Source: an optimization exercise on an open RTL-to-GDS flow (aim: small area, a short achievable clock period and few clock cycles). Production flows keep margins and buffers that such runs may drop. No functional check of the RTL was part of any run shown here. Power figures rest on the tool's default switching activity, not on a simulated workload.

`standard.sh`:
```
#!/bin/bash
# synth_recipe.tcl (not shown) runs the flow's synth.tcl, then flattens the netlist and writes it again
# the make line also repeats each setting of config.mk as NAME=value (left out here)
make -C /OpenROAD-flow-scripts/flow DESIGN_CONFIG=/design/flow/config.mk WORK_HOME=/design/flow/orfs CLKGATE_MAP_FILE= SYNTH_SCRIPT=/design/flow/synth_recipe.tcl "${@:-finish}"
```
`design.v`:
```
module LCD_CTRL(clk, reset, IROM_Q, cmd, cmd_valid, IROM_EN, IROM_A, IRB_RW, IRB_D, IRB_A, busy, done);
input clk;
input reset;
input [7:0] IROM_Q;
input [2:0] cmd;
input cmd_valid;
output IROM_EN;
output [5:0] IROM_A;
output IRB_RW;
output [7:0] IRB_D;
output [5:0] IRB_A;
output busy;
output done;
reg        IROM_EN;
reg  [5:0] IROM_A;
reg        IRB_RW;
reg  [7:0] IRB_D;
reg  [5:0] IRB_A;
reg        busy;
reg        done;
localparam [383:0] SPIRAL = 384'hff81c0fb9df03c8181f7abe85d0142f3b9e07d8103db1389d72ba959134ad339a179930bb6a552b2b96275a51392371b;
genvar gi, gj;
integer i, j;
reg  [511:0] img;         
reg  [6:0]   n;           
reg  [6:0]   ln;          
reg  [5:0]   rks, rku, rkd, rkl, rkr;    
reg  [63:0]  pend;        
reg  [2:0]   X, Y;        
reg  [6:0]   rt;          
reg  [6:0]   cl;          
reg  [7:0]   wv [0:3];    
reg  [2:0]   c_r;         
reg          v_r;
reg          ok;          
reg          flush;       
reg  [5:0]   land_a;      
reg          land_v;
wire is_data = c_r[2] & (c_r[1] | c_r[0]);               
wire is_wr   = (c_r == 3'd0);
wire exec    = v_r & (~is_data | ok);
wire exec_d  = v_r & is_data & ok;
wire accept  = cmd_valid & ~busy & ~done;
wire mv_up = exec & (c_r == 3'd1) & ~rt[0];
wire mv_dn = exec & (c_r == 3'd2) & ~rt[6];
wire mv_lf = exec & (c_r == 3'd3) & ~cl[0];
wire mv_rt = exec & (c_r == 3'd4) & ~cl[6];
wire [6:0] rt_n = mv_up ? {1'b0, rt[6:1]} : mv_dn ? {rt[5:0], 1'b0} : rt;
wire [6:0] cl_n = mv_lf ? {1'b0, cl[6:1]} : mv_rt ? {cl[5:0], 1'b0} : cl;
wire [2:0] Y_n  = mv_up ? Y - 3'd1 : mv_dn ? Y + 3'd1 : Y;
wire [2:0] X_n  = mv_lf ? X - 3'd1 : mv_rt ? X + 3'd1 : X;
wire [7:0] rw  = {1'b0, rt} | {rt, 1'b0};                
wire [7:0] cw  = {1'b0, cl} | {cl, 1'b0};
wire [7:0] rwn = {1'b0, rt_n} | {rt_n, 1'b0};
wire [7:0] cwn = {1'b0, cl_n} | {cl_n, 1'b0};
wire [63:0] win_c, win_n, land_dec;
generate
for (gi = 0; gi < 64; gi = gi + 1) begin : msk
    assign win_c[gi]    = rw[gi/8] & cw[gi%8];
    assign win_n[gi]    = rwn[gi/8] & cwn[gi%8];
    assign land_dec[gi] = land_v & (land_a == gi);
end
endgenerate
function [3:0] cls_or;
    input [63:0] m;
    integer p;
    begin
        cls_or = 4'd0;
        for (p = 0; p < 64; p = p + 1)
            cls_or[{p[3], p[0]}] = cls_or[{p[3], p[0]}] | m[p];
    end
endfunction
wire [7:0] s1 = wv[0] ^ wv[1] ^ wv[2];
wire [8:0] c1 = {(wv[0] & wv[1]) | (wv[0] & wv[2]) | (wv[1] & wv[2]), 1'b0};
wire [8:0] s2 = {1'b0, s1} ^ c1 ^ {1'b0, wv[3]};
wire [9:0] c2 = {({1'b0, s1} & c1) | ({1'b0, s1} & {1'b0, wv[3]}) | (c1 & {1'b0, wv[3]}), 1'b0};
wire [9:0] sum = pfx_add({1'b0, s2}, c2);
function [9:0] pfx_add;
    input [9:0] a, b;
    reg [9:0] g, p, gg, pp;
    integer d, q;
    begin
        g = a & b; p = a ^ b; gg = g; pp = p;
        for (d = 1; d < 10; d = d * 2)
            for (q = 9; q >= 0; q = q - 1)
                if (q >= d) begin
                    gg[q] = gg[q] | (pp[q] & gg[q-d]);
                    pp[q] = pp[q] & pp[q-d];
                end
        pfx_add = p ^ {gg[8:0], 1'b0};
    end
endfunction
reg  [7:0] nv [0:3];      
always @(*) begin
    for (i = 0; i < 4; i = i + 1)
        case (c_r[1:0])
        2'b10:   nv[i] = wv[i ^ 2];           
        2'b11:   nv[i] = wv[i ^ 1];           
        default: nv[i] = sum[9:2];            
        endcase
end
reg [7:0] rd [0:3];
always @(*) begin
    for (i = 0; i < 4; i = i + 1) rd[i] = 8'd0;
    for (j = 0; j < 64; j = j + 1)
        rd[{j[3], j[0]}] = rd[{j[3], j[0]}] | ({8{win_n[j]}} & img[j*8 +: 8]);
end
function [5:0] sp_addr;
    input [5:0] n;
    case (n)
    6'd0: sp_addr = 6'd27;
    6'd1: sp_addr = 6'd28;
    6'd2: sp_addr = 6'd35;
    6'd3: sp_addr = 6'd36;
    6'd4: sp_addr = 6'd19;
    6'd5: sp_addr = 6'd20;
    6'd6: sp_addr = 6'd26;
    6'd7: sp_addr = 6'd29;
    6'd8: sp_addr = 6'd34;
    6'd9: sp_addr = 6'd37;
    6'd10: sp_addr = 6'd43;
    6'd11: sp_addr = 6'd44;
    6'd12: sp_addr = 6'd18;
    6'd13: sp_addr = 6'd21;
    6'd14: sp_addr = 6'd42;
    6'd15: sp_addr = 6'd45;
    6'd16: sp_addr = 6'd11;
    6'd17: sp_addr = 6'd12;
    6'd18: sp_addr = 6'd25;
    6'd19: sp_addr = 6'd30;
    6'd20: sp_addr = 6'd33;
    6'd21: sp_addr = 6'd38;
    6'd22: sp_addr = 6'd51;
    6'd23: sp_addr = 6'd52;
    6'd24: sp_addr = 6'd10;
    6'd25: sp_addr = 6'd13;
    6'd26: sp_addr = 6'd17;
    6'd27: sp_addr = 6'd22;
    6'd28: sp_addr = 6'd41;
    6'd29: sp_addr = 6'd46;
    6'd30: sp_addr = 6'd50;
    6'd31: sp_addr = 6'd53;
    6'd32: sp_addr = 6'd9;
    6'd33: sp_addr = 6'd14;
    6'd34: sp_addr = 6'd49;
    6'd35: sp_addr = 6'd54;
    6'd36: sp_addr = 6'd3;
    6'd37: sp_addr = 6'd4;
    6'd38: sp_addr = 6'd24;
    6'd39: sp_addr = 6'd31;
    6'd40: sp_addr = 6'd32;
    6'd41: sp_addr = 6'd39;
    6'd42: sp_addr = 6'd59;
    6'd43: sp_addr = 6'd60;
    6'd44: sp_addr = 6'd2;
    6'd45: sp_addr = 6'd5;
    6'd46: sp_addr = 6'd16;
    6'd47: sp_addr = 6'd23;
    6'd48: sp_addr = 6'd40;
    6'd49: sp_addr = 6'd47;
    6'd50: sp_addr = 6'd58;
    6'd51: sp_addr = 6'd61;
    6'd52: sp_addr = 6'd1;
    6'd53: sp_addr = 6'd6;
    6'd54: sp_addr = 6'd8;
    6'd55: sp_addr = 6'd15;
    6'd56: sp_addr = 6'd48;
    6'd57: sp_addr = 6'd55;
    6'd58: sp_addr = 6'd57;
    6'd59: sp_addr = 6'd62;
    6'd60: sp_addr = 6'd0;
    6'd61: sp_addr = 6'd7;
    6'd62: sp_addr = 6'd56;
    6'd63: sp_addr = 6'd63;
    endcase
endfunction
function [5:0] rk_s;
    input [2:0] y, x;
    case ({y, x})
    {3'd1, 3'd1}: rk_s = 6'd60;
    {3'd1, 3'd2}: rk_s = 6'd52;
    {3'd1, 3'd3}: rk_s = 6'd44;
    {3'd1, 3'd4}: rk_s = 6'd37;
    {3'd1, 3'd5}: rk_s = 6'd45;
    {3'd1, 3'd6}: rk_s = 6'd53;
    {3'd1, 3'd7}: rk_s = 6'd61;
    {3'd2, 3'd1}: rk_s = 6'd54;
    {3'd2, 3'd2}: rk_s = 6'd32;
    {3'd2, 3'd3}: rk_s = 6'd24;
    {3'd2, 3'd4}: rk_s = 6'd17;
    {3'd2, 3'd5}: rk_s = 6'd25;
    {3'd2, 3'd6}: rk_s = 6'd33;
    {3'd2, 3'd7}: rk_s = 6'd55;
    {3'd3, 3'd1}: rk_s = 6'd46;
    {3'd3, 3'd2}: rk_s = 6'd26;
    {3'd3, 3'd3}: rk_s = 6'd12;
    {3'd3, 3'd4}: rk_s = 6'd5;
    {3'd3, 3'd5}: rk_s = 6'd13;
    {3'd3, 3'd6}: rk_s = 6'd27;
    {3'd3, 3'd7}: rk_s = 6'd47;
    {3'd4, 3'd1}: rk_s = 6'd40;
    {3'd4, 3'd2}: rk_s = 6'd20;
    {3'd4, 3'd3}: rk_s = 6'd8;
    {3'd4, 3'd4}: rk_s = 6'd3;
    {3'd4, 3'd5}: rk_s = 6'd9;
    {3'd4, 3'd6}: rk_s = 6'd21;
    {3'd4, 3'd7}: rk_s = 6'd41;
    {3'd5, 3'd1}: rk_s = 6'd48;
    {3'd5, 3'd2}: rk_s = 6'd28;
    {3'd5, 3'd3}: rk_s = 6'd14;
    {3'd5, 3'd4}: rk_s = 6'd11;
    {3'd5, 3'd5}: rk_s = 6'd15;
    {3'd5, 3'd6}: rk_s = 6'd29;
    {3'd5, 3'd7}: rk_s = 6'd49;
    {3'd6, 3'd1}: rk_s = 6'd56;
    {3'd6, 3'd2}: rk_s = 6'd34;
    {3'd6, 3'd3}: rk_s = 6'd30;
    {3'd6, 3'd4}: rk_s = 6'd23;
    {3'd6, 3'd5}: rk_s = 6'd31;
    {3'd6, 3'd6}: rk_s = 6'd35;
    {3'd6, 3'd7}: rk_s = 6'd57;
    {3'd7, 3'd1}: rk_s = 6'd62;
    {3'd7, 3'd2}: rk_s = 6'd58;
    {3'd7, 3'd3}: rk_s = 6'd50;
    {3'd7, 3'd4}: rk_s = 6'd43;
    {3'd7, 3'd5}: rk_s = 6'd51;
    {3'd7, 3'd6}: rk_s = 6'd59;
    {3'd7, 3'd7}: rk_s = 6'd63;
    default: rk_s = 6'd63;
    endcase
endfunction
function [5:0] rk_u;
    input [2:0] y, x;
    case ({y, x})
    {3'd2, 3'd1}: rk_u = 6'd60;
    {3'd2, 3'd2}: rk_u = 6'd52;
    {3'd2, 3'd3}: rk_u = 6'd44;
    {3'd2, 3'd4}: rk_u = 6'd37;
    {3'd2, 3'd5}: rk_u = 6'd45;
    {3'd2, 3'd6}: rk_u = 6'd53;
    {3'd2, 3'd7}: rk_u = 6'd61;
    {3'd3, 3'd1}: rk_u = 6'd54;
    {3'd3, 3'd2}: rk_u = 6'd32;
    {3'd3, 3'd3}: rk_u = 6'd24;
    {3'd3, 3'd4}: rk_u = 6'd17;
    {3'd3, 3'd5}: rk_u = 6'd25;
    {3'd3, 3'd6}: rk_u = 6'd33;
    {3'd3, 3'd7}: rk_u = 6'd55;
    {3'd4, 3'd1}: rk_u = 6'd46;
    {3'd4, 3'd2}: rk_u = 6'd26;
    {3'd4, 3'd3}: rk_u = 6'd12;
    {3'd4, 3'd4}: rk_u = 6'd5;
    {3'd4, 3'd5}: rk_u = 6'd13;
    {3'd4, 3'd6}: rk_u = 6'd27;
    {3'd4, 3'd7}: rk_u = 6'd47;
    {3'd5, 3'd1}: rk_u = 6'd40;
    {3'd5, 3'd2}: rk_u = 6'd20;
    {3'd5, 3'd3}: rk_u = 6'd8;
    {3'd5, 3'd4}: rk_u = 6'd3;
    {3'd5, 3'd5}: rk_u = 6'd9;
    {3'd5, 3'd6}: rk_u = 6'd21;
    {3'd5, 3'd7}: rk_u = 6'd41;
    {3'd6, 3'd1}: rk_u = 6'd48;
    {3'd6, 3'd2}: rk_u = 6'd28;
    {3'd6, 3'd3}: rk_u = 6'd14;
    {3'd6, 3'd4}: rk_u = 6'd11;
    {3'd6, 3'd5}: rk_u = 6'd15;
    {3'd6, 3'd6}: rk_u = 6'd29;
    {3'd6, 3'd7}: rk_u = 6'd49;
    {3'd7, 3'd1}: rk_u = 6'd56;
    {3'd7, 3'd2}: rk_u = 6'd34;
    {3'd7, 3'd3}: rk_u = 6'd30;
    {3'd7, 3'd4}: rk_u = 6'd23;
    {3'd7, 3'd5}: rk_u = 6'd31;
    {3'd7, 3'd6}: rk_u = 6'd35;
    {3'd7, 3'd7}: rk_u = 6'd57;
    default: rk_u = 6'd63;
    endcase
endfunction
function [5:0] rk_d;
    input [2:0] y, x;
    case ({y, x})
    {3'd1, 3'd1}: rk_d = 6'd54;
    {3'd1, 3'd2}: rk_d = 6'd32;
    {3'd1, 3'd3}: rk_d = 6'd24;
    {3'd1, 3'd4}: rk_d = 6'd17;
    {3'd1, 3'd5}: rk_d = 6'd25;
    {3'd1, 3'd6}: rk_d = 6'd33;
    {3'd1, 3'd7}: rk_d = 6'd55;
    {3'd2, 3'd1}: rk_d = 6'd46;
    {3'd2, 3'd2}: rk_d = 6'd26;
    {3'd2, 3'd3}: rk_d = 6'd12;
    {3'd2, 3'd4}: rk_d = 6'd5;
    {3'd2, 3'd5}: rk_d = 6'd13;
    {3'd2, 3'd6}: rk_d = 6'd27;
    {3'd2, 3'd7}: rk_d = 6'd47;
    {3'd3, 3'd1}: rk_d = 6'd40;
    {3'd3, 3'd2}: rk_d = 6'd20;
    {3'd3, 3'd3}: rk_d = 6'd8;
    {3'd3, 3'd4}: rk_d = 6'd3;
    {3'd3, 3'd5}: rk_d = 6'd9;
    {3'd3, 3'd6}: rk_d = 6'd21;
    {3'd3, 3'd7}: rk_d = 6'd41;
    {3'd4, 3'd1}: rk_d = 6'd48;
    {3'd4, 3'd2}: rk_d = 6'd28;
    {3'd4, 3'd3}: rk_d = 6'd14;
    {3'd4, 3'd4}: rk_d = 6'd11;
    {3'd4, 3'd5}: rk_d = 6'd15;
    {3'd4, 3'd6}: rk_d = 6'd29;
    {3'd4, 3'd7}: rk_d = 6'd49;
    {3'd5, 3'd1}: rk_d = 6'd56;
    {3'd5, 3'd2}: rk_d = 6'd34;
    {3'd5, 3'd3}: rk_d = 6'd30;
    {3'd5, 3'd4}: rk_d = 6'd23;
    {3'd5, 3'd5}: rk_d = 6'd31;
    {3'd5, 3'd6}: rk_d = 6'd35;
    {3'd5, 3'd7}: rk_d = 6'd57;
    {3'd6, 3'd1}: rk_d = 6'd62;
    {3'd6, 3'd2}: rk_d = 6'd58;
    {3'd6, 3'd3}: rk_d = 6'd50;
    {3'd6, 3'd4}: rk_d = 6'd43;
    {3'd6, 3'd5}: rk_d = 6'd51;
    {3'd6, 3'd6}: rk_d = 6'd59;
    {3'd6, 3'd7}: rk_d = 6'd63;
    default: rk_d = 6'd63;
    endcase
endfunction
function [5:0] rk_l;
    input [2:0] y, x;
    case ({y, x})
    {3'd1, 3'd2}: rk_l = 6'd60;
    {3'd1, 3'd3}: rk_l = 6'd52;
    {3'd1, 3'd4}: rk_l = 6'd44;
    {3'd1, 3'd5}: rk_l = 6'd37;
    {3'd1, 3'd6}: rk_l = 6'd45;
    {3'd1, 3'd7}: rk_l = 6'd53;
    {3'd2, 3'd2}: rk_l = 6'd54;
    {3'd2, 3'd3}: rk_l = 6'd32;
    {3'd2, 3'd4}: rk_l = 6'd24;
    {3'd2, 3'd5}: rk_l = 6'd17;
    {3'd2, 3'd6}: rk_l = 6'd25;
    {3'd2, 3'd7}: rk_l = 6'd33;
    {3'd3, 3'd2}: rk_l = 6'd46;
    {3'd3, 3'd3}: rk_l = 6'd26;
    {3'd3, 3'd4}: rk_l = 6'd12;
    {3'd3, 3'd5}: rk_l = 6'd5;
    {3'd3, 3'd6}: rk_l = 6'd13;
    {3'd3, 3'd7}: rk_l = 6'd27;
    {3'd4, 3'd2}: rk_l = 6'd40;
    {3'd4, 3'd3}: rk_l = 6'd20;
    {3'd4, 3'd4}: rk_l = 6'd8;
    {3'd4, 3'd5}: rk_l = 6'd3;
    {3'd4, 3'd6}: rk_l = 6'd9;
    {3'd4, 3'd7}: rk_l = 6'd21;
    {3'd5, 3'd2}: rk_l = 6'd48;
    {3'd5, 3'd3}: rk_l = 6'd28;
    {3'd5, 3'd4}: rk_l = 6'd14;
    {3'd5, 3'd5}: rk_l = 6'd11;
    {3'd5, 3'd6}: rk_l = 6'd15;
    {3'd5, 3'd7}: rk_l = 6'd29;
    {3'd6, 3'd2}: rk_l = 6'd56;
    {3'd6, 3'd3}: rk_l = 6'd34;
    {3'd6, 3'd4}: rk_l = 6'd30;
    {3'd6, 3'd5}: rk_l = 6'd23;
    {3'd6, 3'd6}: rk_l = 6'd31;
    {3'd6, 3'd7}: rk_l = 6'd35;
    {3'd7, 3'd2}: rk_l = 6'd62;
    {3'd7, 3'd3}: rk_l = 6'd58;
    {3'd7, 3'd4}: rk_l = 6'd50;
    {3'd7, 3'd5}: rk_l = 6'd43;
    {3'd7, 3'd6}: rk_l = 6'd51;
    {3'd7, 3'd7}: rk_l = 6'd59;
    default: rk_l = 6'd63;
    endcase
endfunction
function [5:0] rk_r;
    input [2:0] y, x;
    case ({y, x})
    {3'd1, 3'd1}: rk_r = 6'd52;
    {3'd1, 3'd2}: rk_r = 6'd44;
    {3'd1, 3'd3}: rk_r = 6'd37;
    {3'd1, 3'd4}: rk_r = 6'd45;
    {3'd1, 3'd5}: rk_r = 6'd53;
    {3'd1, 3'd6}: rk_r = 6'd61;
    {3'd2, 3'd1}: rk_r = 6'd32;
    {3'd2, 3'd2}: rk_r = 6'd24;
    {3'd2, 3'd3}: rk_r = 6'd17;
    {3'd2, 3'd4}: rk_r = 6'd25;
    {3'd2, 3'd5}: rk_r = 6'd33;
    {3'd2, 3'd6}: rk_r = 6'd55;
    {3'd3, 3'd1}: rk_r = 6'd26;
    {3'd3, 3'd2}: rk_r = 6'd12;
    {3'd3, 3'd3}: rk_r = 6'd5;
    {3'd3, 3'd4}: rk_r = 6'd13;
    {3'd3, 3'd5}: rk_r = 6'd27;
    {3'd3, 3'd6}: rk_r = 6'd47;
    {3'd4, 3'd1}: rk_r = 6'd20;
    {3'd4, 3'd2}: rk_r = 6'd8;
    {3'd4, 3'd3}: rk_r = 6'd3;
    {3'd4, 3'd4}: rk_r = 6'd9;
    {3'd4, 3'd5}: rk_r = 6'd21;
    {3'd4, 3'd6}: rk_r = 6'd41;
    {3'd5, 3'd1}: rk_r = 6'd28;
    {3'd5, 3'd2}: rk_r = 6'd14;
    {3'd5, 3'd3}: rk_r = 6'd11;
    {3'd5, 3'd4}: rk_r = 6'd15;
    {3'd5, 3'd5}: rk_r = 6'd29;
    {3'd5, 3'd6}: rk_r = 6'd49;
    {3'd6, 3'd1}: rk_r = 6'd34;
    {3'd6, 3'd2}: rk_r = 6'd30;
    {3'd6, 3'd3}: rk_r = 6'd23;
    {3'd6, 3'd4}: rk_r = 6'd31;
    {3'd6, 3'd5}: rk_r = 6'd35;
    {3'd6, 3'd6}: rk_r = 6'd57;
    {3'd7, 3'd1}: rk_r = 6'd58;
    {3'd7, 3'd2}: rk_r = 6'd50;
    {3'd7, 3'd3}: rk_r = 6'd43;
    {3'd7, 3'd4}: rk_r = 6'd51;
    {3'd7, 3'd5}: rk_r = 6'd59;
    {3'd7, 3'd6}: rk_r = 6'd63;
    default: rk_r = 6'd63;
    endcase
endfunction
wire [3:0] ia_r = 4'b0001 << IROM_A[4:3];
wire [3:0] ia_c = 4'b0001 << IROM_A[1:0];
wire [3:0] wr4 = rw[3:0] | rw[7:4];                    
wire [3:0] wc4 = cw[3:0] | cw[7:4];
wire [3:0] wr4u = {wr4[0], wr4[3:1]}, wr4d = {wr4[2:0], wr4[3]};
wire [3:0] wc4l = {wc4[0], wc4[3:1]}, wc4r = {wc4[2:0], wc4[3]};
wire hr  = |(ia_r & wr4),  hc  = |(ia_c & wc4);
wire hru = |(ia_r & wr4u), hrd = |(ia_r & wr4d);
wire hcl = |(ia_c & wc4l), hcr = |(ia_c & wc4r);
wire ld  = ~IROM_EN;
wire ok_s = ({1'b0, rks} < ln) & ~(ld & hr  & hc);
wire ok_u = ({1'b0, rku} < ln) & ~(ld & hru & hc);
wire ok_d = ({1'b0, rkd} < ln) & ~(ld & hrd & hc);
wire ok_l = ({1'b0, rkl} < ln) & ~(ld & hr  & hcl);
wire ok_r = ({1'b0, rkr} < ln) & ~(ld & hr  & hcr);
wire ok_n = mv_up ? ok_u : mv_dn ? ok_d : mv_lf ? ok_l : mv_rt ? ok_r : ok_s;
wire [3:0] fwd = cls_or(win_n & land_dec);
wire [63:0] wc = pend & ~(flush ? 64'd0 : win_c);
wire [63:0] wc_p;
generate
for (gi = 0; gi < 64; gi = gi + 1) begin : wp
    assign wc_p[gi] = wc[SPIRAL[(63-gi)*6 +: 6]];
end
endgenerate
wire [63:0] wg_p = wc_p & ~pre_or(wc_p);
reg  [63:0] wg;
always @(*) begin
    wg = 64'd0;
    for (j = 0; j < 64; j = j + 1)
        wg[SPIRAL[(63-j)*6 +: 6]] = wg_p[j];
end
reg  [7:0]  wrow, wcol;
always @(*) begin
    wrow = 8'd0; wcol = 8'd0;
    for (j = 0; j < 64; j = j + 1) begin
        wrow[j/8] = wrow[j/8] | wg[j];
        wcol[j%8] = wcol[j%8] | wg[j];
    end
end
reg  [7:0]  wr_r, wc_r;
reg         wv_r;
reg  [7:0]  wd;
always @(*) begin
    wd = 8'd0;
    for (j = 0; j < 64; j = j + 1)
        wd = wd | ({8{wr_r[j/8] & wc_r[j%8]}} & img[j*8 +: 8]);
end
function [2:0] enc8;
    input [7:0] v;
    enc8 = {|v[7:4], |{v[7:6], v[3:2]}, |{v[7], v[5], v[3], v[1]}};
endfunction
wire wany = |wc;
function [63:0] pre_or;
    input [63:0] v;
    reg [63:0] s;
    integer d, q;
    begin
        s = v;
        for (d = 1; d < 64; d = d * 2)
            for (q = 63; q >= 0; q = q - 1)
                if (q >= d) s[q] = s[q] | s[q-d];
        pre_or = {s[62:0], 1'b0};
    end
endfunction
wire [3:0] r4 = rw[3:0] | rw[7:4];
wire [3:0] c4 = cw[3:0] | cw[7:4];
wire [7:0] wbus [0:15];
generate
for (gi = 0; gi < 4; gi = gi + 1) begin : wbr
    for (gj = 0; gj < 4; gj = gj + 1) begin : wbc
        wire s = exec_d & r4[gi] & c4[gj];
        assign wbus[gi*4+gj] = s ? nv[(gi%2)*2 + gj%2] : IROM_Q;
    end
end
endgenerate
always @(posedge clk) begin
    for (j = 0; j < 64; j = j + 1)
        if (land_dec[j] | (exec_d & win_c[j]))
            img[j*8 +: 8] <= wbus[((j/8)%4)*4 + (j%8)%4];
end
wire       flush_n = flush | (exec & is_wr);
wire       v_r_n   = accept | (v_r & ~exec);
wire [2:0] c_r_n   = accept ? cmd : c_r;
wire       busy_n  = flush_n | (v_r_n & ((c_r_n == 3'd0) | (c_r_n[2] & (c_r_n[1] | c_r_n[0]) & ~ok_n)));
always @(posedge clk or posedge reset) begin
    if (reset) begin
        X <= 3'd4; Y <= 3'd4; rt <= 7'b0001000; cl <= 7'b0001000;
        c_r <= 3'd0; v_r <= 1'b0; ok <= 1'b0; flush <= 1'b0;
        busy <= 1'b0; done <= 1'b0;
        n <= 7'd1; ln <= 7'd0; pend <= 64'd0;
        rks <= rk_s(3'd4, 3'd4); rku <= rk_u(3'd4, 3'd4); rkd <= rk_d(3'd4, 3'd4);
        rkl <= rk_l(3'd4, 3'd4); rkr <= rk_r(3'd4, 3'd4);
        IROM_A <= 6'd27; IROM_EN <= 1'b0;
        land_a <= 6'd0; land_v <= 1'b0;
        IRB_RW <= 1'b1; wv_r <= 1'b0;
    end else begin
        c_r <= c_r_n; v_r <= v_r_n; flush <= flush_n; busy <= busy_n;
        X <= X_n; Y <= Y_n; rt <= rt_n; cl <= cl_n;
        rks <= rk_s(Y_n, X_n); rku <= rk_u(Y_n, X_n); rkd <= rk_d(Y_n, X_n);
        rkl <= rk_l(Y_n, X_n); rkr <= rk_r(Y_n, X_n);
        ok <= ok_n;
        IROM_A <= sp_addr(n[5:0]);
        IROM_EN <= n[6];
        n <= n + {6'd0, ~n[6]}; ln <= n;
        land_a <= IROM_A; land_v <= ~IROM_EN;
        pend <= (pend & ~wg) | land_dec | (exec_d ? win_c : 64'd0);
        wv_r <= wany; IRB_RW <= ~wv_r;
        done <= done | (flush & ~|pend & ~wv_r & n[6] & IROM_EN & ~land_v);
    end
end
always @(posedge clk) begin
    wr_r <= wrow; wc_r <= wcol; IRB_A <= {enc8(wr_r), enc8(wc_r)}; IRB_D <= wd;
    for (i = 0; i < 4; i = i + 1)
        wv[i] <= exec_d ? nv[i] : (fwd[i] ? IROM_Q : rd[i]);
end
endmodule
```
`config.mk`:
```
export PLATFORM = sky130hd
export DESIGN_NAME = LCD_CTRL
export DESIGN_NICKNAME = LCD_CTRL
export VERILOG_FILES = /design/flow/design.v
export SDC_FILE = /design/flow/constraint.sdc
export NUM_CORES = 8
export LEC_CHECK = 0
export CAP_MARGIN = 20
export CORE_MARGIN = 2
export CORE_UTILIZATION = 40
export CTS_BUF_LIST = sky130_fd_sc_hd__clkbuf_16
export CTS_CLUSTER_DIAMETER = 80
export CTS_CLUSTER_SIZE = 30
export SLEW_MARGIN = 20
```
`flow/run.sh`:
```
#!/bin/bash
# Layout: the standard flow (standard.sh), unchanged, except that its
# timing repair (floorplan, CTS and global-route repair_timing) aims at a
# setup margin of 7.0 ns instead of 0, so it sizes the critical paths for a
# shorter period. The SDC, the clock period and every other step are the
# standard ones. make's full output goes to flow.log here; each ORFS step
# writes its own log under orfs/logs/.
set -euo pipefail
bash standard.sh SETUP_SLACK_MARGIN=7.0 finish > flow.log 2>&1
```
`constraint.sdc`:
```
create_clock -name core_clock -period 11.0 [get_ports {clk}]
set_input_delay 2.2000 -clock core_clock [delete_from_list [all_inputs] [get_ports {clk}]]
set_output_delay 2.2000 -clock core_clock [all_outputs]
set_load 0.01 [all_outputs]
```
==> reports/results.tsv, run 1 <==
stage	metric	value	unit
clock_tree	CTS Buf Count	42	
critical_path	crit path buf inv count	2	
synth	mapped cell area	37500	sq um
layout	share of cells above drive strength 1	15.3	%
synth	Yosys top cell by area	edfxtp_1	
synth	FF+latch count, synth	724	
placed_design	PortBufs	37	
floorplan	Core ar.	93000	sq um
power	Internal Power	0.00610	W
critical_path	R2R cell count	11	
power	Leakage Power	14.4	nW
synth	EDFF count, synth	512	
synth	Ys Warns	4	
global_routing	vias in the first global route	31800	
synth	dominant synthesized flop cell	edfxtp_1	
power	combinational power share	54.7	%
clock_tree	Hold Buf Count CTS	0	
critical_path	Crit path top cell by count	o22ai_1	
synth	Simple-Gate Fraction of Synth Area	12.5	%
placed_design	placed cell count	4592	
critical_path	CP Launch Type	register	
job	max_cap viols	0	
timing	post-route setup TNS	0	ns
timing	Fin Hold WS	0.391	ns
clock_tree	Sink Count	724	
layout	fin area	42000	sq um
synth	post-synthesis sequential area ratio	54.4	%
synth	xor and xnor area share after synthesis	0.421	%
critical_path	critical path data arrival time	4.48	ns
routing	antenna-violating nets left	0	
synth	largest family of logic cells by synthesized area	compound AO/OA/AOI/OAI gates	
global_routing	first-pass GRT wire length	277	mm
power	switching portion of total power	50.9	%
routing	DR iter-0 viols	7614	
timing	unrepaired setup endpoints after global routing	true	
critical_path	Max stage delay on crit path	0.47	ns
floorplan	Ports	38	
synth	top-area cell type share of the netlist area	41.0	%
critical_path	CP startpoint	c_r[1]$_DFF_PP0_	
global_routing	antenna violations before repair	26	
synth	syn_nets	3506	
timing	setup violators final	0	
outcome	status	complete, no violations	
timing	clock skew	0.0561	ns
synth	Synth cell types	100	
power	PD cells	296	nW/um^2
critical_path	WP data required	11.45	ns
placed_design	placed inst area	39700	sq um
timing	Final Critical Period	4.03	ns
critical_path	critical path class	register to register	
clock_tree	CTS max path bufs	3	
critical_path	crit path max fanout	40	
critical_path	Crit path max-delay family	simple AND/OR/NAND/NOR gates	
routing	DRT Pass-1 Iters	12	
power	sw power	0.00634	W
min_path	worst min-delay path category	register to register	
routing	residual DRC count	0	
floorplan	die width	310	um
floorplan	Initial Utilization	40.3	%
synth	Mapped Cells	3423	
layout	Finished Layout Cells	4711	
critical_path	Reg2Reg Setup Slack	6.97	ns
routing	Total Wirelength	207	mm
placed_design	Final Wtd Congestion	1.09	
power	register share of total power	29.6	%
timing	slew margin rel.	17.4	%
synth	Synth Area in Adders	2.68	%
clock_tree	CTS HTree Levels	2	
layout	# nets final	3489	
synth	Mean Syn Cell Area	10.9	sq um
global_routing	Total GRT Usage	42.5	%
timing	Max Fclk	248	MHz
floorplan	number of cell rows	112	
synth	post-synthesis mux area share	3.09	%
clock_tree	Clk Latency, worst-skew pair	0.69	ns
critical_path	critical path cell sequence	buf_6, nand4bb_1, or3_1, a21oi_2, or2_2, o22ai_1, nor2_1, a21oi_1, buf_4, nor3_1, o22ai_1	
synth	Synth Area in Compound Gates	23.4	%
timing	Tcrit/Tclk final	36.7	%
placed_design	post-DP HPWL	151	mm
critical_path	reg2reg start	c_r[1]$_DFF_PP0_	
min_path	hold endpoint	land_a[5]$_DFF_PP0_	
critical_path	endpoint type of the worst setup path	register	
power	maximum vdd drop	216	uV
global_routing	largest net degree at the start of global routing	151	
clock_tree	CTS tree	yes	
min_path	worst hold path depth	0	
floorplan	Die ar.	96100	sq um
clock_tree	clk slew on worst S/H paths	0.10	ns
critical_path	CP max-delay cell	nor3_1	
layout	synth-to-layout area growth	12.0	%
synth	ys async rst share	20.7	%
timing	Final Slew Violations	0	
global_routing	Overflow after GRT	0	
floorplan	Die Height	310	um
routing	WL/cell	44.0	um
timing	final hold violations	0	
routing	via density per instance	7.44	
routing	Vias	35000	
clock_tree	Clock Tree Root	clkbuf_16	
min_path	HP Start	IROM_A[5]$_DFF_PP0_	
synth	biggest area contributors in the synthesized netlist	edfxtp_1, dfrtp_1, a22oi_1	
critical_path	Worst R2R End	wv[2][4]$_DFF_P_	
power	Clk pwr share	15.8	%
timing	Worst Max-Slew Pin Slew	1.23	ns
==> power groups by stage <==
stage / Clock (W) / Sequential, W / Combinational (W)
floorplan: 0 / 0.00347 / 0.00357
global placement: 0 / 0.00370 / 0.00607
detailed placement: 0 / 0.00370 / 0.00603
CTS: 0.00195 / 0.00365 / 0.00613
global route: 0.00205 / 0.00369 / 0.00690
finish: 0.00196 / 0.00368 / 0.00680
==> final cells by class <==
cell class | count | area [sq um]
clock buffers | 43 | 1080
multi-input cells | 2369 | 16500
repair buffers | 192 | 1560
flip-flops and latches | 724 | 20400
clock inverters | 34 | 487
well taps | 1254 | 1570
inverters | 77 | 310
fillers | 8729 | 51100
diodes | 18 | 45.0
==> cell usage after synthesis (21+ instances only) <==
master    count
a211oi_1     27
a21o_1       50
a21oi_1     203
a221oi_1     38
a222oi_1     84
a22o_1       69
a22oi_1     206
a31oi_1      38
a32oi_1      40
and3_1       36
buf_1        29
clkbuf_1    200
dfrtp_1     130
dfxtp_1      62
edfxtp_1    512
ha_1         53
inv_1        67
mux2_2       57
mux2i_1      47
nand2_1     203
nand2b_1     41
nand3_1     122
nand4_1      52
nor2_1      256
nor3_1       49
nor4_1       40
o211ai_1     24
o21ai_0     170
o22ai_1     110
or2_2        21
==> worst max-delay path by stage <==
stage                                to  slack [ns]  depth (start not counted)
floorplan           IROM_A[5]$_DFF_PP0_        6.93                          1
global placement       wv[1][3]$_DFF_P_        6.19                         12
detailed placement     wv[1][0]$_DFF_P_        6.21                         12
CTS                  img[509]$_DFFE_PP_        6.94                         14
global route         img[429]$_DFFE_PP_        6.88                         13
finish                 wv[2][4]$_DFF_P_        6.97                         11
==> routing by layer <==
layer / vias to the layer above / global-route usage, % / share of wire, %
met2: 3424 / 60.6 / 40
met5: - / 0 / 0.069
met4: 12 / 33.7 / 11
met1: 17000 / 51.7 / 35
met3: 998 / 15.6 / 14
li1: 13600 / - / -
==> placed cells by master, fill, tap and decap left out, drive strengths merged, types with 37 or more instances in the layout <==
master and n:
nand2 203, dfrtp 130, o22ai 110, dfxtp 62, nand4 52, a22oi 206, nor3 49, clkbuf 43
nor2 257, and3 37, buf 159, a32oi 40, nand3 123, ha 53, mux2i 47, mux2 57
inv 95, a222oi 84, nand2b 42, a221oi 39, edfxtp 512, a22o 69, nor4 43, a21o 50
a31oi 38, o21ai 190, a21oi 203
==> what timing repair did <==
item,CTS,global route
pin swaps,1,9
endpoints found under the hold margin,0,0
gates cloned,0,1
gates resized for setup,53,86
setup endpoints to repair,200,295
buffers inserted,6,15
==> sequential cells by signal (all words and copies together) (netlist names), 5 cells and up <==
| register | count |
|---|---|
| rkr | 6 |
| cl | 7 |
| wv | 32 |
| img | 512 |
| IRB_A | 6 |
| land_a | 6 |
| IRB_D | 8 |
| rkl | 6 |
| ln | 6 |
| wr_r | 8 |
| n | 7 |
| wc_r | 8 |
| rks | 6 |
| pend | 64 |
| rkd | 6 |
| IROM_A | 5 |
| rt | 7 |
| rku | 6 |
==> cell families after synthesis <==
kind of cell,count (synthesis)
AND/OR/NAND/NOR,932
AO/OA/AOI/OAI,1241
buffers and inverters,331
flip-flops,724
adder cells (fa/ha/maj),71
XOR/XNOR,18
multiplexers,106
==> per-stage QoR <==
stage,util [%],worst slack [ns],total power (W)
finish,45.1,6.97,0.0124
global route,45.1,6.88,0.0126
CTS,44.5,6.94,0.0117
detailed placement,42.6,6.21,0.00973
global placement,42.6,6.19,0.00977
floorplan,-,6.93,0.00705
==> run 2: changes to the inputs <==
--- a/design.v
+++ b/design.v
@@ -33,5 +33,9 @@
 reg  [2:0]   c_r;         
 reg          v_r;
+reg          m_up, m_dn, m_lf, m_rt;    
+reg  [6:0]   rtm, clm;    
+reg  [2:0]   Xm, Ym;
 reg          ok;          
+reg          wb;          
 reg          flush;       
 reg  [5:0]   land_a;      
@@ -42,12 +46,17 @@
 wire exec_d  = v_r & is_data & ok;
 wire accept  = cmd_valid & ~busy & ~done;
-wire mv_up = exec & (c_r == 3'd1) & ~rt[0];
-wire mv_dn = exec & (c_r == 3'd2) & ~rt[6];
-wire mv_lf = exec & (c_r == 3'd3) & ~cl[0];
-wire mv_rt = exec & (c_r == 3'd4) & ~cl[6];
-wire [6:0] rt_n = mv_up ? {1'b0, rt[6:1]} : mv_dn ? {rt[5:0], 1'b0} : rt;
-wire [6:0] cl_n = mv_lf ? {1'b0, cl[6:1]} : mv_rt ? {cl[5:0], 1'b0} : cl;
-wire [2:0] Y_n  = mv_up ? Y - 3'd1 : mv_dn ? Y + 3'd1 : Y;
-wire [2:0] X_n  = mv_lf ? X - 3'd1 : mv_rt ? X + 3'd1 : X;
+wire mv_up = v_r & m_up;
+wire mv_dn = v_r & m_dn;
+wire mv_lf = v_r & m_lf;
+wire mv_rt = v_r & m_rt;
+wire mv    = mv_up | mv_dn | mv_lf | mv_rt;
+wire [6:0] rt_n = mv ? rtm : rt;
+wire [6:0] cl_n = mv ? clm : cl;
+wire [2:0] Y_n  = mv ? Ym : Y;
+wire [2:0] X_n  = mv ? Xm : X;
+wire a_up = accept & (cmd == 3'd1) & ~rt_n[0];
+wire a_dn = accept & (cmd == 3'd2) & ~rt_n[6];
+wire a_lf = accept & (cmd == 3'd3) & ~cl_n[0];
+wire a_rt = accept & (cmd == 3'd4) & ~cl_n[6];
 wire [7:0] rw  = {1'b0, rt} | {rt, 1'b0};                
 wire [7:0] cw  = {1'b0, cl} | {cl, 1'b0};
@@ -422,6 +431,7 @@
     endcase
 endfunction
-wire [3:0] ia_r = 4'b0001 << IROM_A[4:3];
-wire [3:0] ia_c = 4'b0001 << IROM_A[1:0];
+wire [5:0] ia_nx = sp_addr(n[5:0]);
+wire [3:0] ia_r = 4'b0001 << ia_nx[4:3];
+wire [3:0] ia_c = 4'b0001 << ia_nx[1:0];
 wire [3:0] wr4 = rw[3:0] | rw[7:4];                    
 wire [3:0] wc4 = cw[3:0] | cw[7:4];
@@ -431,5 +441,5 @@
 wire hru = |(ia_r & wr4u), hrd = |(ia_r & wr4d);
 wire hcl = |(ia_c & wc4l), hcr = |(ia_c & wc4r);
-wire ld  = ~IROM_EN;
+wire ld  = ~n[6];
 wire ok_s = ({1'b0, rks} < ln) & ~(ld & hr  & hc);
 wire ok_u = ({1'b0, rku} < ln) & ~(ld & hru & hc);
@@ -439,5 +449,10 @@
 wire ok_n = mv_up ? ok_u : mv_dn ? ok_d : mv_lf ? ok_l : mv_rt ? ok_r : ok_s;
 wire [3:0] fwd = cls_or(win_n & land_dec);
-wire [63:0] wc = pend & ~(flush ? 64'd0 : win_c);
+wire [3:0] enter = ({4{mv_up}} & (Y[0] ? 4'b1100 : 4'b0011))
+                 | ({4{mv_dn}} & (Y[0] ? 4'b0011 : 4'b1100))
+                 | ({4{mv_lf}} & (X[0] ? 4'b1010 : 4'b0101))
+                 | ({4{mv_rt}} & (X[0] ? 4'b0101 : 4'b1010));
+wire fin = flush | (v_r & is_wr);                      
+wire [63:0] wc = pend & ~(fin ? 64'd0 : win_c);
 wire [63:0] wc_p;
 generate
@@ -447,19 +462,14 @@
 endgenerate
 wire [63:0] wg_p = wc_p & ~pre_or(wc_p);
+reg  [5:0]  wa;
 reg  [63:0] wg;
 always @(*) begin
-    wg = 64'd0;
-    for (j = 0; j < 64; j = j + 1)
-        wg[SPIRAL[(63-j)*6 +: 6]] = wg_p[j];
-end
-reg  [7:0]  wrow, wcol;
-always @(*) begin
-    wrow = 8'd0; wcol = 8'd0;
+    wa = 6'd0; wg = 64'd0;
     for (j = 0; j < 64; j = j + 1) begin
-        wrow[j/8] = wrow[j/8] | wg[j];
-        wcol[j%8] = wcol[j%8] | wg[j];
+        wa = wa | ({6{wg_p[j]}} & SPIRAL[(63-j)*6 +: 6]);
+        wg[SPIRAL[(63-j)*6 +: 6]] = wg_p[j];
     end
 end
-reg  [7:0]  wr_r, wc_r;
+reg  [5:0]  wa_r;
 reg         wv_r;
 reg  [7:0]  wd;
@@ -467,10 +477,6 @@
     wd = 8'd0;
     for (j = 0; j < 64; j = j + 1)
-        wd = wd | ({8{wr_r[j/8] & wc_r[j%8]}} & img[j*8 +: 8]);
+        wd = wd | ({8{wa_r == j}} & img[j*8 +: 8]);
 end
-function [2:0] enc8;
-    input [7:0] v;
-    enc8 = {|v[7:4], |{v[7:6], v[3:2]}, |{v[7], v[5], v[3], v[1]}};
-endfunction
 wire wany = |wc;
 function [63:0] pre_or;
@@ -492,6 +498,6 @@
 for (gi = 0; gi < 4; gi = gi + 1) begin : wbr
     for (gj = 0; gj < 4; gj = gj + 1) begin : wbc
-        wire s = exec_d & r4[gi] & c4[gj];
-        assign wbus[gi*4+gj] = s ? nv[(gi%2)*2 + gj%2] : IROM_Q;
+        wire s = wb & r4[gi] & c4[gj];
+        assign wbus[gi*4+gj] = s ? wv[(gi%2)*2 + gj%2] : IROM_Q;
     end
 end
@@ -499,5 +505,5 @@
 always @(posedge clk) begin
     for (j = 0; j < 64; j = j + 1)
-        if (land_dec[j] | (exec_d & win_c[j]))
+        if (land_dec[j] | (wb & win_c[j]))
             img[j*8 +: 8] <= wbus[((j/8)%4)*4 + (j%8)%4];
 end
@@ -509,5 +515,7 @@
     if (reset) begin
         X <= 3'd4; Y <= 3'd4; rt <= 7'b0001000; cl <= 7'b0001000;
-        c_r <= 3'd0; v_r <= 1'b0; ok <= 1'b0; flush <= 1'b0;
+        c_r <= 3'd0; v_r <= 1'b0; ok <= 1'b0; wb <= 1'b0; flush <= 1'b0;
+        m_up <= 1'b0; m_dn <= 1'b0; m_lf <= 1'b0; m_rt <= 1'b0;
+        rtm <= 7'b0001000; clm <= 7'b0001000; Xm <= 3'd4; Ym <= 3'd4;
         busy <= 1'b0; done <= 1'b0;
         n <= 7'd1; ln <= 7'd0; pend <= 64'd0;
@@ -520,7 +528,12 @@
         c_r <= c_r_n; v_r <= v_r_n; flush <= flush_n; busy <= busy_n;
         X <= X_n; Y <= Y_n; rt <= rt_n; cl <= cl_n;
+        m_up <= a_up; m_dn <= a_dn; m_lf <= a_lf; m_rt <= a_rt;
+        rtm <= a_up ? {1'b0, rt_n[6:1]} : a_dn ? {rt_n[5:0], 1'b0} : rt_n;
+        clm <= a_lf ? {1'b0, cl_n[6:1]} : a_rt ? {cl_n[5:0], 1'b0} : cl_n;
+        Ym  <= a_up ? Y_n - 3'd1 : a_dn ? Y_n + 3'd1 : Y_n;
+        Xm  <= a_lf ? X_n - 3'd1 : a_rt ? X_n + 3'd1 : X_n;
         rks <= rk_s(Y_n, X_n); rku <= rk_u(Y_n, X_n); rkd <= rk_d(Y_n, X_n);
         rkl <= rk_l(Y_n, X_n); rkr <= rk_r(Y_n, X_n);
-        ok <= ok_n;
+        ok <= ok_n; wb <= exec_d;
         IROM_A <= sp_addr(n[5:0]);
         IROM_EN <= n[6];
@@ -533,7 +546,7 @@
 end
 always @(posedge clk) begin
-    wr_r <= wrow; wc_r <= wcol; IRB_A <= {enc8(wr_r), enc8(wc_r)}; IRB_D <= wd;
+    wa_r <= wa; IRB_A <= wa_r; IRB_D <= wd;
     for (i = 0; i < 4; i = i + 1)
-        wv[i] <= exec_d ? nv[i] : (fwd[i] ? IROM_Q : rd[i]);
+        wv[i] <= exec_d ? nv[i] : fwd[i] ? IROM_Q : enter[i] ? rd[i] : wv[i];
 end
 endmodule
==> flow/run.sh (replaced) <==
#!/bin/bash
# Layout: the standard flow (standard.sh), unchanged, except that its
# timing repair (floorplan, CTS and global-route repair_timing) aims at a
# setup margin of 7.5 ns instead of 0, so it sizes the critical paths for a
# shorter period. The SDC, the clock period and every other step are the
# standard ones. make's full output goes to flow.log here; each ORFS step
# writes its own log under orfs/logs/.
set -euo pipefail
bash standard.sh SETUP_SLACK_MARGIN=7.5 finish > flow.log 2>&1
==> reports/results.tsv, run 2 <==
stage	metric	value	unit
synth	FF+latch count, synth	739	
synth	top-area cell type share of the netlist area	42.6	%
timing	final hold violations	0	
critical_path	crit path max fanout	4	
placed_design	PortBufs	37	
synth	Mapped Cells	3272	
critical_path	critical path class	register to register	
routing	WL/cell	53.8	um
timing	Tcrit/Tclk final	35.7	%
critical_path	R2R cell count	18	
layout	share of cells above drive strength 1	28.7	%
timing	clock skew	0.0492	ns
power	PD cells	139	nW/um^2
floorplan	Die ar.	98500	sq um
layout	fin area	46900	sq um
power	Clk pwr share	32.2	%
critical_path	Reg2Reg Setup Slack	7.07	ns
timing	Worst Max-Slew Pin Slew	1.42	ns
floorplan	Ports	38	
critical_path	critical path data arrival time	4.34	ns
clock_tree	CTS Buf Count	44	
routing	residual DRC count	0	
placed_design	placed inst area	41300	sq um
critical_path	CP Launch Type	register	
placed_design	Final Wtd Congestion	1.21	
routing	Total Wirelength	265	mm
critical_path	Worst R2R End	wv[0][2]$_DFFE_PP_	
synth	post-synthesis sequential area ratio	55.1	%
power	maximum vdd drop	192	uV
floorplan	die width	314	um
floorplan	number of cell rows	113	
critical_path	endpoint type of the worst setup path	register	
clock_tree	CTS HTree Levels	2	
clock_tree	Clock Tree Root	clkbuf_16	
clock_tree	Clk Latency, worst-skew pair	0.72	ns
global_routing	Overflow after GRT	0	
layout	Biggest register	img	
critical_path	CP startpoint	wv[0][2]$_DFFE_PP_	
synth	ys async rst share	23.7	%
critical_path	WP data required	11.41	ns
timing	Final Critical Period	3.93	ns
routing	via density per instance	7.95	
global_routing	largest net degree at the start of global routing	76	
placed_design	post-DP HPWL	194	mm
min_path	worst min-delay path category	register to register	
layout	Final Core Density	49.4	%
clock_tree	Hold Buf Count CTS	0	
timing	Max Fclk	254	MHz
layout	leading cell type in the layout, fill and taps excluded	edfxtp_1	
critical_path	Crit path top cell by count	buf_6	
layout	max reg flops	512	
timing	post-route setup TNS	0	ns
power	Internal Power	0.00436	W
timing	Final Slew Violations	0	
routing	DRT Pass-1 Iters	11	
synth	Mean Syn Cell Area	11.7	sq um
power	sw power	0.00216	W
synth	Yosys top cell by area	edfxtp_1	
power	switching portion of total power	33.1	%
timing	Fin Hold WS	0.412	ns
critical_path	Crit path max-delay family	adder cells	
synth	mapped cell area	38400	sq um
power	combinational power share	20.5	%
timing	slew margin rel.	5.04	%
synth	most frequent cells after synthesis	edfxtp_1, nor2_1, nand2_1	
power	register share of total power	47.4	%
routing	antenna-violating nets left	0	
layout	biggest regs	img: 512 flops, pend: 64 flops, wv: 32 flops	
critical_path	reg2reg start	wv[0][2]$_DFFE_PP_	
floorplan	Die Height	314	um
synth	syn_nets	3353	
timing	unrepaired setup endpoints after global routing	true	
clock_tree	CTS tree	yes	
outcome	status	complete, no violations	
layout	# nets final	3685	
synth	biggest area contributors in the synthesized netlist	edfxtp_1, dfrtp_1, mux2_2	
routing	DR iter-0 viols	8543	
floorplan	Core ar.	95000	sq um
global_routing	vias in the first global route	34000	
critical_path	Crit path depth	18	
synth	EDFF count, synth	544	
synth	most numerous cell in the Yosys netlist	edfxtp_1	
global_routing	first-pass GRT wire length	337	mm
clock_tree	clk slew on worst S/H paths	0.11	ns
clock_tree	Sink Count	739	
synth	Synth cell types	99	
critical_path	critical path cell sequence	buf_6, fa_1, fa_1, ha_1, and4b_1, o21ai_2, nand2b_1, buf_4, buf_6, buf_6, buf_6, buf_6, buf_6, xnor2_2, nor2_1, nor2_1, buf_6, a22oi_2	
synth	dominant synthesized flop cell	edfxtp_1	
job	max_cap viols	0	
floorplan	Initial Utilization	40.4	%
critical_path	CP max-delay cell	fa_1	
power	Leakage Power	16.5	nW
critical_path	Max stage delay on crit path	0.55	ns
synth	Ys Warns	4	
clock_tree	CTS max path bufs	3	
global_routing	Total GRT Usage	52.2	%
timing	setup violators final	0	
critical_path	crit path buf inv count	8	
layout	synth-to-layout area growth	22.2	%
global_routing	antenna violations before repair	38	
routing	Vias	39200	
power	Pwr Total	0.00652	W
layout	commonest non-fill, non-tap cells in the layout	edfxtp_1, buf_4, nor2_1	
critical_path	Setup crit end	wv[0][2]$_DFFE_PP_	
==> run 2: cell types whose count changed in the layout (fill, tap and decap cells not counted), sizes merged, moves of 37 or more <==
cell / change
a21oi: -122
a221oi: +153
a222oi: -66
a22o: +120
a22oi: -43
a32oi: -37
buf: +253
dfxtp: -42
mux2: +110
nand3: -57
nand4: +37
nor2: +76
o21ai: -37
==> run 2: kinds of logic (layout without fill, tap and decap cells) <==
family,after synthesis,count (layout),share of synthesized area (%)
AOI/OAI and AO/OA,1094,1094,21.8
adders and majority gates,67,67,2.50
other,0,27,0
and+or+nand+nor,924,924,11.9
muxes,210,210,6.05
xor gates and xnor gates,17,17,0.388
buffers and inverters,221,588,2.33
DFF,739,739,55.1
==> run 2: repair_timing <==
action | in CTS | in global routing
endpoints found under the setup margin | 298 | 194
gates resized for setup | 345 | 163
setup buffers | 108 | 87
cloned | 9 | 5
pin swaps | 50 | 58
==> run 2: area by class of cell <==
class | count | area (sq um)
antenna | 27 | 67.6
clock buffer | 46 | 1150
clock inverter | 35 | 564
fill | 8441 | 48100
inverter | 66 | 277
multi-input combinational | 2312 | 18100
sequential | 739 | 21200
tap | 1265 | 1580
timing repair buffer | 438 | 4020
timing repair inverter | 3 | 17.5
==> run 2: routing by layer <==
layer	track usage (%)	part of all wire, %	vias up
li1	-	-	14000
met1	64.9	36	19600
met2	64.4	36	4477
met3	33.2	19	1132
met4	34.9	9.0	50
met5	7.98	0.49	-
==> run 2: power groups by stage <==
stage	Clock [W]	Sequential, W	Combinational, W
after CTS	0.00209	0.00309	0.00114
after global placement	0	0.00314	0.000913
final	0.00210	0.00309	0.00134
after detailed placement	0	0.00314	0.000917
after global routing	0.00218	0.00309	0.00133
after floorplan	0	0.00312	0.000557
==> run 2: stage by stage <==
step | setup slack (ns) | cells
floorplan | 6.58 | 3272
global placement | 6.16 | 4614
detailed placement | 5.99 | 4614
CTS | 7.18 | 4812
global route | 7.02 | 4910
finish | 7.07 | 4931
==> run 2: how the worst min path moves through the flow <==
stage | startpoint | end | slack (ns) | cells after the start
floorplan | n[5]$_DFF_PP0_ | ln[5]$_DFF_PP0_ | 0.35 | 0
global placement | IROM_A[5]$_DFF_PP0_ | land_a[5]$_DFF_PP0_ | 0.37 | 0
detailed placement | IROM_A[5]$_DFF_PP0_ | land_a[5]$_DFF_PP0_ | 0.38 | 0
CTS | IROM_A[4]$_DFF_PP1_ | land_a[4]$_DFF_PP0_ | 0.42 | 0
global route | IROM_A[4]$_DFF_PP1_ | land_a[4]$_DFF_PP0_ | 0.42 | 0
finish | IROM_A[4]$_DFF_PP1_ | land_a[4]$_DFF_PP0_ | 0.41 | 0

[re-timing with driven ports]
How much do the figures lean on ideal ports? The routed layouts below were timed once more, with nothing changed but the port constraints. Step 1, drivers: a clkbuf_16 drives clk and a buf_2 each remaining input, both assumed. Step 2 times the ports against the registers' clock, not the clock port: input delays grow and output delays shrink by t, the midpoint of the rising clock arrivals with the driver on. a / b / c = no drivers / after step 1 / after step 2; a / b = the first two.
run | t (ns) | setup WS [ns] | latest minus earliest clock arrival (ns) | worst data-port slew with drivers (ns)
run 1 | 0.734 | 6.968 / 6.968 / 6.536 | 0.056 / 0.057 | 0.04
run 2 | 0.768 | 7.071 / 7.071 / 6.913 | 0.050 / 0.050 | 0.03
After both steps every run listed still meets setup and hold. The setup slack of run 1, which loses most, moves by 0.000 ns with the drivers and by -0.432 ns with both steps.
